This design comes from an exercise in tuning for small area on the open sky130 flow, not from production work.
Where RTL was checked, it was by simulation tests only, not by an equivalence proof against the original.
No activity file was given, so power comes from the tool's default toggle rates.

==> v20: inputs <==
==> flow/design.v <==
module ReactionGame(
    input  wire clk,
    input  wire rst,
    input  wire start,
    input  wire switchP1,
    input  wire switchP2,
    output wire [6:0] cathode,
    output wire [3:0] anode,
    output wire dp
);
reg [1:0] st_c, p1_c, p2_c;
reg st_db, p1_db, p2_db;
always @(posedge clk) begin
    st_c  <= {start & (st_c[0] | st_c[1]), start & ~st_c[1]};
    st_db <= start & st_c[1] & ~st_c[0];
    p1_c  <= {switchP1 & (p1_c[0] | p1_c[1]), switchP1 & ~p1_c[1]};
    p1_db <= switchP1 & p1_c[1] & ~p1_c[0];
    p2_c  <= {switchP2 & (p2_c[0] | p2_c[1]), switchP2 & ~p2_c[1]};
    p2_db <= switchP2 & p2_c[1] & ~p2_c[0];
end
reg [2:0] L;
reg [6:0] M;
reg [1:0] T;
wire L_end = (L == 3'd7);
wire M_end = &M[6:2];                      
always @(posedge clk) begin
    if (rst) begin
        L <= 3'd0;
        M <= 7'd0;
        T <= 2'd0;
    end else begin
        L <= L + 3'd1;
        if (L_end) begin
            if (M_end) begin
                M <= 7'd0;
                T <= T + 2'd1;
            end else begin
                M <= M + 7'd1;
            end
        end
    end
end
wire tick_1k   = (L[1:0] == 2'b01);         
wire clk_1k    = L[1];                      
wire tick_disp = (L == 3'd3);               
wire tick_cd   = L_end & M_end & (T == 2'd1);  
wire blink     = T[0];                      
wire [1:0] scr = M[1:0] + T;                
reg [1:0] cd_a;
reg cd_f;
wire cd_fresh = ~cd_f & cd_a[1];              
wire cd_act   = cd_f | cd_a[1];               
wire cd_done  = ~cd_f & ~cd_a[1] & cd_a[0];
always @(posedge clk) begin
    if (rst) begin
        cd_a <= 2'd0;
        cd_f <= 1'b0;
    end else if (st_db) begin
        if (cd_act) begin
            cd_a <= 2'd0;
            cd_f <= 1'b1;
        end else begin
            cd_a <= {1'b1, cd_a[0]};
        end
    end else if (tick_cd) begin
        if (cd_fresh) begin
            cd_a <= 2'd1;
            cd_f <= 1'b1;
        end else if (cd_f) begin
            if (cd_a == 2'd3) begin
                cd_a <= 2'd1;
                cd_f <= 1'b0;
            end else begin
                cd_a <= cd_a + 2'd1;
            end
        end else begin
            cd_a <= 2'd0;
        end
    end else if (cd_fresh) begin
        cd_a <= 2'd0;
        cd_f <= 1'b1;
    end
end
wire [1:0] cd_step = cd_f ? cd_a : {2{~cd_a[1]}};
reg [15:0] lfsr;
reg [12:0] rem;
wire fb = lfsr[15] ^ lfsr[14] ^ lfsr[12] ^ lfsr[3];
wire [11:0] x = lfsr[11:0];
wire x_big = (&x[11:7]) & (x[6] | x[5]);
wire [11:0] y = x_big ? {5'd0, x[6:5] - 2'd1, x[4:0]} : x;
wire rem_idle = rem[12] & ~rem[11];
wire dl_done = (rem == 13'd7192);
wire edge_1k = (L[1:0] == 2'b10) & ~(cd_fresh & cd_a[0]);
always @(posedge clk) begin
    if (rst) begin
        lfsr <= 16'hACE1;
        rem  <= 13'd5144;
    end else if (cd_done) begin
        rem  <= {1'b0, y};
    end else begin
        lfsr <= {lfsr[14:0], fb};
        if (dl_done)
            rem[11] <= 1'b0;
        else if (edge_1k && !rem_idle)
            rem <= rem - 13'd1;
    end
end
reg [1:0] mode;
reg [12:0] timer;
reg [1:0] winner;
wire round_over = |winner;
always @(posedge clk) begin
    if (rst) begin
        mode <= 2'b11;
    end else begin
        case (mode)
            2'b00: begin
                if (dl_done)
                    mode <= 2'b01;
                else if (round_over)
                    mode <= 2'b10;
            end
            2'b01: begin
                if (round_over)
                    mode <= 2'b10;
            end
            2'b10: begin
                if (timer == 13'd5900)
                    mode <= 2'b11;
            end
            2'b11: begin
                if (st_db)
                    mode <= 2'b00;
            end
        endcase
    end
end
always @(posedge clk) begin
    if (!mode[1] && round_over)
        timer <= 13'd0;
    else
        timer <= {timer[11:0], ~(timer[12] ^ timer[3] ^ timer[2] ^ timer[0])};
end
reg [3:0] p1u, p1t, p2u, p2t;
reg jump, legal;
wire sw1 = p1_db & ~p2_db;
wire sw2 = p2_db & ~p1_db;
wire can_score = ~cd_fresh & ~dl_done & ~mode[1] & ~round_over;
wire inc1 = can_score & ((sw1 & legal) | (sw2 & ~legal));
wire inc2 = can_score & ((sw2 & legal) | (sw1 & ~legal));
always @(posedge clk) begin
    if (rst) begin
        p1u <= 4'd0; p1t <= 4'd0;
        p2u <= 4'd0; p2t <= 4'd0;
        winner <= 2'b00;
        jump   <= 1'b0;
        legal  <= 1'b0;
    end else begin
        if (cd_fresh) begin
            winner <= 2'b00;
            jump   <= 1'b0;
            legal  <= 1'b0;
        end else if (dl_done) begin
            legal <= 1'b1;
        end else if (!mode[1] && !round_over) begin
            if (sw1 || sw2) begin
                winner <= {inc2, inc1};
                jump   <= ~legal;
            end
        end
        if (inc1) begin
            if (p1u[3] & p1u[0]) begin
                p1u <= 4'd0;
                p1t <= p1t + 4'd1;
            end else if (p1t[3] & p1t[2] & p1u[2] & p1u[1] & p1u[0]) begin
                p1u <= 4'd0;
                p1t <= 4'd0;
            end else begin
                p1u <= p1u + 4'd1;
            end
        end
        if (inc2) begin
            if (p2u[3] & p2u[0]) begin
                p2u <= 4'd0;
                p2t <= p2t + 4'd1;
            end else if (p2t[3] & p2t[2] & p2u[2] & p2u[1] & p2u[0]) begin
                p2u <= 4'd0;
                p2t <= 4'd0;
            end else begin
                p2u <= p2u + 4'd1;
            end
        end
    end
end
reg [3:0] sec, m2, m1, m0;
always @(posedge clk) begin
    if (rst || dl_done) begin
        sec <= 4'd0; m2 <= 4'd0; m1 <= 4'd0; m0 <= 4'd0;
    end else if (tick_1k && mode != 2'b10) begin
        if (m0[3] & m0[0]) begin
            m0 <= 4'd0;
            if (m1[3] & m1[0]) begin
                m1 <= 4'd0;
                if (m2[3] & m2[0]) begin
                    m2 <= 4'd0;
                    sec <= (sec[3] & sec[1]) ? 4'd0 : sec + 4'd1;
                end else begin
                    m2 <= m2 + 4'd1;
                end
            end else begin
                m1 <= m1 + 4'd1;
            end
        end else begin
            m0 <= m0 + 4'd1;
        end
    end
end
localparam C_LIT = 4'd13, C_SLASH = 4'd14, C_BLANK = 4'd15;
reg [3:0] code;
reg dpr;
reg [3:0] dsel;
always @(*) begin
    if (mode == 2'b11) begin
        case (scr)
            2'd0: dsel = p1t;
            2'd1: dsel = p1u;
            2'd2: dsel = p2t;
            default: dsel = p2u;
        endcase
    end else begin
        case (scr)
            2'd0: dsel = sec;
            2'd1: dsel = m2;
            2'd2: dsel = m1;
            default: dsel = m0;
        endcase
    end
end
reg [3:0] code_n;
reg dp_n;
always @(*) begin
    dp_n = 1'b1;
    case (mode)
        2'b00: code_n = (cd_step >= scr) ? C_LIT : C_BLANK;
        2'b01, 2'b10: begin
            if (jump) begin
                code_n = C_SLASH;
            end else begin
                code_n = dsel;
                dp_n = (scr == 2'd0) ? 1'b0 : 1'b1;
            end
        end
        default: begin
            if (!blink && ((winner == 2'b01 && !scr[1]) || (winner == 2'b10 && scr[1])))
                code_n = C_BLANK;
            else
                code_n = dsel;
        end
    endcase
end
always @(posedge clk) begin
    if (rst) begin
        code <= C_BLANK;
        dpr  <= 1'b0;
    end else if (tick_disp) begin
        code <= code_n;
        dpr  <= dp_n;
    end
end
wire [6:0] seg =
    (code == 4'd0)    ? 7'b0000001 :
    (code == 4'd1)    ? 7'b1001111 :
    (code == 4'd2)    ? 7'b0010010 :
    (code == 4'd3)    ? 7'b0000110 :
    (code == 4'd4)    ? 7'b1001100 :
    (code == 4'd5)    ? 7'b0100100 :
    (code == 4'd6)    ? 7'b0100000 :
    (code == 4'd7)    ? 7'b0001111 :
    (code == 4'd8)    ? 7'b0000000 :
    (code == C_LIT)   ? 7'b0011100 :
    (code == C_SLASH) ? 7'b1111110 :
    (code == C_BLANK) ? 7'b1111111 :
                        7'b0000100;    
wire blank_hi = code[3] & code[2];         
wire rst_blank = blank_hi & ~dpr;          
wire [1:0] dshow = M[1:0] + T - {1'b0, ~L[2]};
assign cathode = seg;
assign anode = rst_blank ? 4'b1111 : ~(4'b0001 << dshow);
assign dp = dpr | blank_hi;
endmodule
==> flow/flow/run.sh <==
#!/bin/bash
# The standard layout (standard.sh) with these changes:
#  - synthesis maps logic with an area-oriented ABC script and lets ABC
#    map the adders too (no separate half/full-adder extraction);
#  - clock-tree synthesis adds no dummy loads and uses small clock buffers;
#  - ports are buffered with the smallest buffer.
set -e
export FLOW_FLOW_DIR=$PWD/flow
# flow/synth.tcl followed by the rest of synth_recipe.tcl (all but its first line)
{ cat flow/synth.tcl; tail -n +2 synth_recipe.tcl; } > my_synth.tcl
export CTS_ARGS="-sink_clustering_enable -repair_clock_nets -dont_use_dummy_load -buf_list sky130_fd_sc_hd__clkbuf_8"
export BUFFER_PORTS_ARGS="-buffer_cell sky130_fd_sc_hd__buf_1"
bash standard.sh SYNTH_SCRIPT=$PWD/my_synth.tcl ADDER_MAP_FILE= finish > standard.log 2>&1
==> flow/flow/abc_area.script <==
strash
&get -n
&deepsyn -J 300 -T 200
&dch -f
&nf -p -R 1000
&put
mfs2
strash
&get -n
&dch -f
&nf -p -R 1000 -F 8 -A 4 -a
&put
topo
dnsize -c
==> flow/flow/synth.tcl <==
# The standard flow's synthesis (synth_recipe.tcl) with one change: ABC maps the logic
# with the area-oriented script flow/abc_area.script instead of ORFS's
# speed script. Registers are untouched (ABC runs without -dff).
proc synth {args} { yosys synth -nofsm -noshare {*}$args }
proc abc {args} {
  set i [lsearch -exact $args -script]
  if { $i >= 0 } {
    lset args [expr {$i + 1}] $::env(FLOW_FLOW_DIR)/abc_area.script
  }
  yosys abc {*}$args
}
==> flow/standard.sh <==
#!/bin/bash
# synth_recipe.tcl (not shown) runs the flow's synth.tcl, then flattens the netlist and writes it again
# the make line also repeats each setting of config.mk as NAME=value (left out here)
make -C /OpenROAD-flow-scripts/flow DESIGN_CONFIG=/design/flow/config.mk WORK_HOME=/design/flow/orfs CLKGATE_MAP_FILE= SYNTH_SCRIPT=/design/flow/synth_recipe.tcl "${@:-finish}"
==> flow/config.mk <==
export PLATFORM = sky130hd
export DESIGN_NAME = ReactionGame
export DESIGN_NICKNAME = ReactionGame
export VERILOG_FILES = /design/flow/design.v
export SDC_FILE = /design/flow/constraint.sdc
export NUM_CORES = 4
export LEC_CHECK = 0
export CAP_MARGIN = 20
export CORE_MARGIN = 2
export CORE_UTILIZATION = 40
export SLEW_MARGIN = 20
==> flow/constraint.sdc <==
create_clock -name core_clock -period 10.0 [get_ports {clk}]
set_input_delay 2.0000 -clock core_clock [delete_from_list [all_inputs] [get_ports {clk}]]
set_output_delay 2.0000 -clock core_clock [all_outputs]
set_load 0.01 [all_outputs]
==> inputs of v35, as changes to v20 <==
==> flow/flow/abc_area.script (replaced) <==
strash
&get -n
&deepsyn -T 30
&put
dch -f
map -a
mfs2
strash
&get -n
&deepsyn -T 30
&put
dch -f
map -a
topo
dnsize -c
==> inputs of v32, as changes to v20 <==
--- a/flow/design.v
+++ b/flow/design.v
@@ -48,27 +48,17 @@
 wire [1:0] scr = M[1:0] + T;                
 reg [1:0] cd_a;
-reg cd_f;
-wire cd_fresh = ~cd_f & cd_a[1];              
-wire cd_act   = cd_f | cd_a[1];               
-wire cd_done  = ~cd_f & ~cd_a[1] & cd_a[0];
-always @(posedge clk) begin
-    if (rst) begin
-        cd_a <= 2'd0;
-        cd_f <= 1'b0;
+reg cd_act;
+always @(posedge clk) begin
+    if (rst) begin
+        cd_a   <= 2'd0;
+        cd_act <= 1'b0;
     end else if (st_db) begin
+        cd_a   <= 2'd0;
+        cd_act <= 1'b1;
+    end else if (tick_cd) begin
         if (cd_act) begin
-            cd_a <= 2'd0;
-            cd_f <= 1'b1;
-        end else begin
-            cd_a <= {1'b1, cd_a[0]};
-        end
-    end else if (tick_cd) begin
-        if (cd_fresh) begin
-            cd_a <= 2'd1;
-            cd_f <= 1'b1;
-        end else if (cd_f) begin
             if (cd_a == 2'd3) begin
-                cd_a <= 2'd1;
-                cd_f <= 1'b0;
+                cd_a   <= 2'd1;
+                cd_act <= 1'b0;
             end else begin
                 cd_a <= cd_a + 2'd1;
@@ -77,30 +67,31 @@
             cd_a <= 2'd0;
         end
-    end else if (cd_fresh) begin
-        cd_a <= 2'd0;
-        cd_f <= 1'b1;
-    end
-end
-wire [1:0] cd_step = cd_f ? cd_a : {2{~cd_a[1]}};
+    end
+end
+wire cd_done = ~cd_act & cd_a[0];
+wire [1:0] cd_step = cd_a | {2{~cd_act}};    
 reg [15:0] lfsr;
-reg [12:0] rem;
+reg [12:0] rem;       
+reg dl_done, prev_1k;
 wire fb = lfsr[15] ^ lfsr[14] ^ lfsr[12] ^ lfsr[3];
 wire [11:0] x = lfsr[11:0];
 wire x_big = (&x[11:7]) & (x[6] | x[5]);
 wire [11:0] y = x_big ? {5'd0, x[6:5] - 2'd1, x[4:0]} : x;
-wire rem_idle = rem[12] & ~rem[11];
-wire dl_done = (rem == 13'd7192);
-wire edge_1k = (L[1:0] == 2'b10) & ~(cd_fresh & cd_a[0]);
-always @(posedge clk) begin
-    if (rst) begin
-        lfsr <= 16'hACE1;
-        rem  <= 13'd5144;
+wire rem_hi = (rem[12:1] == 12'd3596);    
+wire rem_end = rem_hi & rem[0];            
+wire dl_act = ~(rem_hi & ~rem[0]);         
+always @(posedge clk) begin
+    if (rst) begin
+        lfsr    <= 16'hACE1;
+        rem     <= 13'd7192;
+        dl_done <= 1'b0;
+        prev_1k <= 1'b0;
     end else if (cd_done) begin
-        rem  <= {1'b0, y};
-    end else begin
-        lfsr <= {lfsr[14:0], fb};
-        if (dl_done)
-            rem[11] <= 1'b0;
-        else if (edge_1k && !rem_idle)
+        rem    <= {1'b0, y};
+    end else begin
+        lfsr    <= {lfsr[14:0], fb};
+        prev_1k <= clk_1k;
+        dl_done <= clk_1k & ~prev_1k & rem_end;
+        if (clk_1k && !prev_1k && dl_act)
             rem <= rem - 13'd1;
     end
@@ -143,8 +134,8 @@
 end
 reg [3:0] p1u, p1t, p2u, p2t;
-reg jump, legal;
+reg jump, legal, cd_prev;
 wire sw1 = p1_db & ~p2_db;
 wire sw2 = p2_db & ~p1_db;
-wire can_score = ~cd_fresh & ~dl_done & ~mode[1] & ~round_over;
+wire can_score = ~(cd_act & ~cd_prev) & ~dl_done & ~mode[1] & ~round_over;
 wire inc1 = can_score & ((sw1 & legal) | (sw2 & ~legal));
 wire inc2 = can_score & ((sw2 & legal) | (sw1 & ~legal));
@@ -157,5 +148,5 @@
         legal  <= 1'b0;
     end else begin
-        if (cd_fresh) begin
+        if (cd_act && !cd_prev) begin
             winner <= 2'b00;
             jump   <= 1'b0;
@@ -191,4 +182,5 @@
             end
         end
+        cd_prev <= cd_act;
     end
 end
@@ -268,18 +260,22 @@
     end
 end
-wire [6:0] seg =
-    (code == 4'd0)    ? 7'b0000001 :
-    (code == 4'd1)    ? 7'b1001111 :
-    (code == 4'd2)    ? 7'b0010010 :
-    (code == 4'd3)    ? 7'b0000110 :
-    (code == 4'd4)    ? 7'b1001100 :
-    (code == 4'd5)    ? 7'b0100100 :
-    (code == 4'd6)    ? 7'b0100000 :
-    (code == 4'd7)    ? 7'b0001111 :
-    (code == 4'd8)    ? 7'b0000000 :
-    (code == C_LIT)   ? 7'b0011100 :
-    (code == C_SLASH) ? 7'b1111110 :
-    (code == C_BLANK) ? 7'b1111111 :
-                        7'b0000100;    
+reg [6:0] seg;
+always @(*) begin
+    case (code)
+        4'd0: seg = 7'b0000001;
+        4'd1: seg = 7'b1001111;
+        4'd2: seg = 7'b0010010;
+        4'd3: seg = 7'b0000110;
+        4'd4: seg = 7'b1001100;
+        4'd5: seg = 7'b0100100;
+        4'd6: seg = 7'b0100000;
+        4'd7: seg = 7'b0001111;
+        4'd8: seg = 7'b0000000;
+        C_LIT: seg = 7'b0011100;
+        C_SLASH: seg = 7'b1111110;
+        C_BLANK: seg = 7'b1111111;
+        default: seg = 7'b0000100;    
+    endcase
+end
 wire blank_hi = code[3] & code[2];         
 wire rst_blank = blank_hi & ~dpr;          
==> flow/run.sh (new file) <==
#!/bin/bash
# synth_recipe.tcl (not shown) runs the flow's synth.tcl, then flattens the netlist and writes it again
# the make line also repeats each setting of config.mk as NAME=value (left out here)
make -C /OpenROAD-flow-scripts/flow DESIGN_CONFIG=/design/flow/config.mk WORK_HOME=/design/flow/orfs CLKGATE_MAP_FILE= SYNTH_SCRIPT=/design/flow/synth_recipe.tcl finish
--- a/flow/config.mk
+++ b/flow/config.mk
@@ -9,3 +9,6 @@
 export CORE_MARGIN = 2
 export CORE_UTILIZATION = 40
+export CTS_BUF_LIST = sky130_fd_sc_hd__clkbuf_4
+export CTS_CLUSTER_DIAMETER = 60
+export CTS_CLUSTER_SIZE = 30
 export SLEW_MARGIN = 20
removed: flow/flow/run.sh
removed: flow/flow/abc_area.script
removed: flow/flow/synth.tcl
removed: flow/standard.sh
==> run summary <==
Run status: v32 finished clean; v20 finished clean; v35 finished clean
Pin slew with the least headroom to its limit: v32 961 ps; v20 1000 ps; v35 829 ps
Pin count of the biggest net entering global routing: v32 55; v20 29; v35 21
Number of nets in the synthesized netlist: v32 703; v20 500; v35 628
Length of routed met3 wiring: v32 423 um; v20 360 um; v35 334 um
Number of cells traversed by the worst register-to-register path: v32 11; v20 11; v35 20
Area of the core: v32 0.0140 mm2; v20 0.0104 mm2; v35 0.0109 mm2
Clk_buf instances: v32 20; v20 9; v35 9
Period utilisation layout: v32 49.9%; v20 41.9%; v35 42.0%
Power density normalized to cell area: v32 176 mW/mm2; v20 167 mW/mm2; v35 162 mW/mm2
# H-tree levels: v32 4; v20 3; v35 3
Final #Nets: v32 714; v20 528; v35 656
Vias/cell: v32 5.36; v20 5.33; v35 4.87
Cell with the biggest individual delay on the critical path: v32 xnor3_1; v20 xnor2_1; v35 dfxtp_1
Combined area of the multi-input logic cells: v32 0.00318 mm2; v20 0.00212 mm2; v35 0.00185 mm2
DRC marker count from the first detailed-route iteration: v32 240; v20 203; v35 195
Total length of routed wires: v32 12.2 mm; v20 9.04 mm; v35 9.13 mm
Horizontal extent of the die: v32 124 um; v20 108 um; v35 110 um
Pre-CTS setup slack: v32 5570 ps; v20 6180 ps; v35 5830 ps
Layout buffer count excluding clock buffers: v32 18; v20 17; v35 17
Met2 capacity usage during global routing: v32 28.0%; v20 27.2%; v35 26.5%
For v32, only the layout was checked, not whether the RTL still works.

==> what the ideal ports hide <==
In the flow no input, the clock included, has a driving cell. The finished layouts below were timed again as built, in two steps. Step 1 assumes that a clkbuf_16 drives the clock port and a buf_2 every other input. Step 2 moves the port delays by t, midway between the first and last clock arrival at a register: inputs arrive t later, outputs are due t later. That takes back most of the time a late clock gives input paths. Three values: ideal ports, drivers, drivers and shift; two values: the first two.
run	t (ns)	setup WS [ns]	slew at the worst register clock pin (ns)	worst data-port slew with drivers (ns)
v20	0.393	5.810 / 5.776 / 6.147	0.10 / 0.10	0.03
v35	0.397	5.799 / 5.763 / 5.870	0.10 / 0.10	0.03
v32	0.565	5.006 / 4.970 / 5.534	0.11 / 0.11	0.03
After both steps every run listed still meets setup and hold.
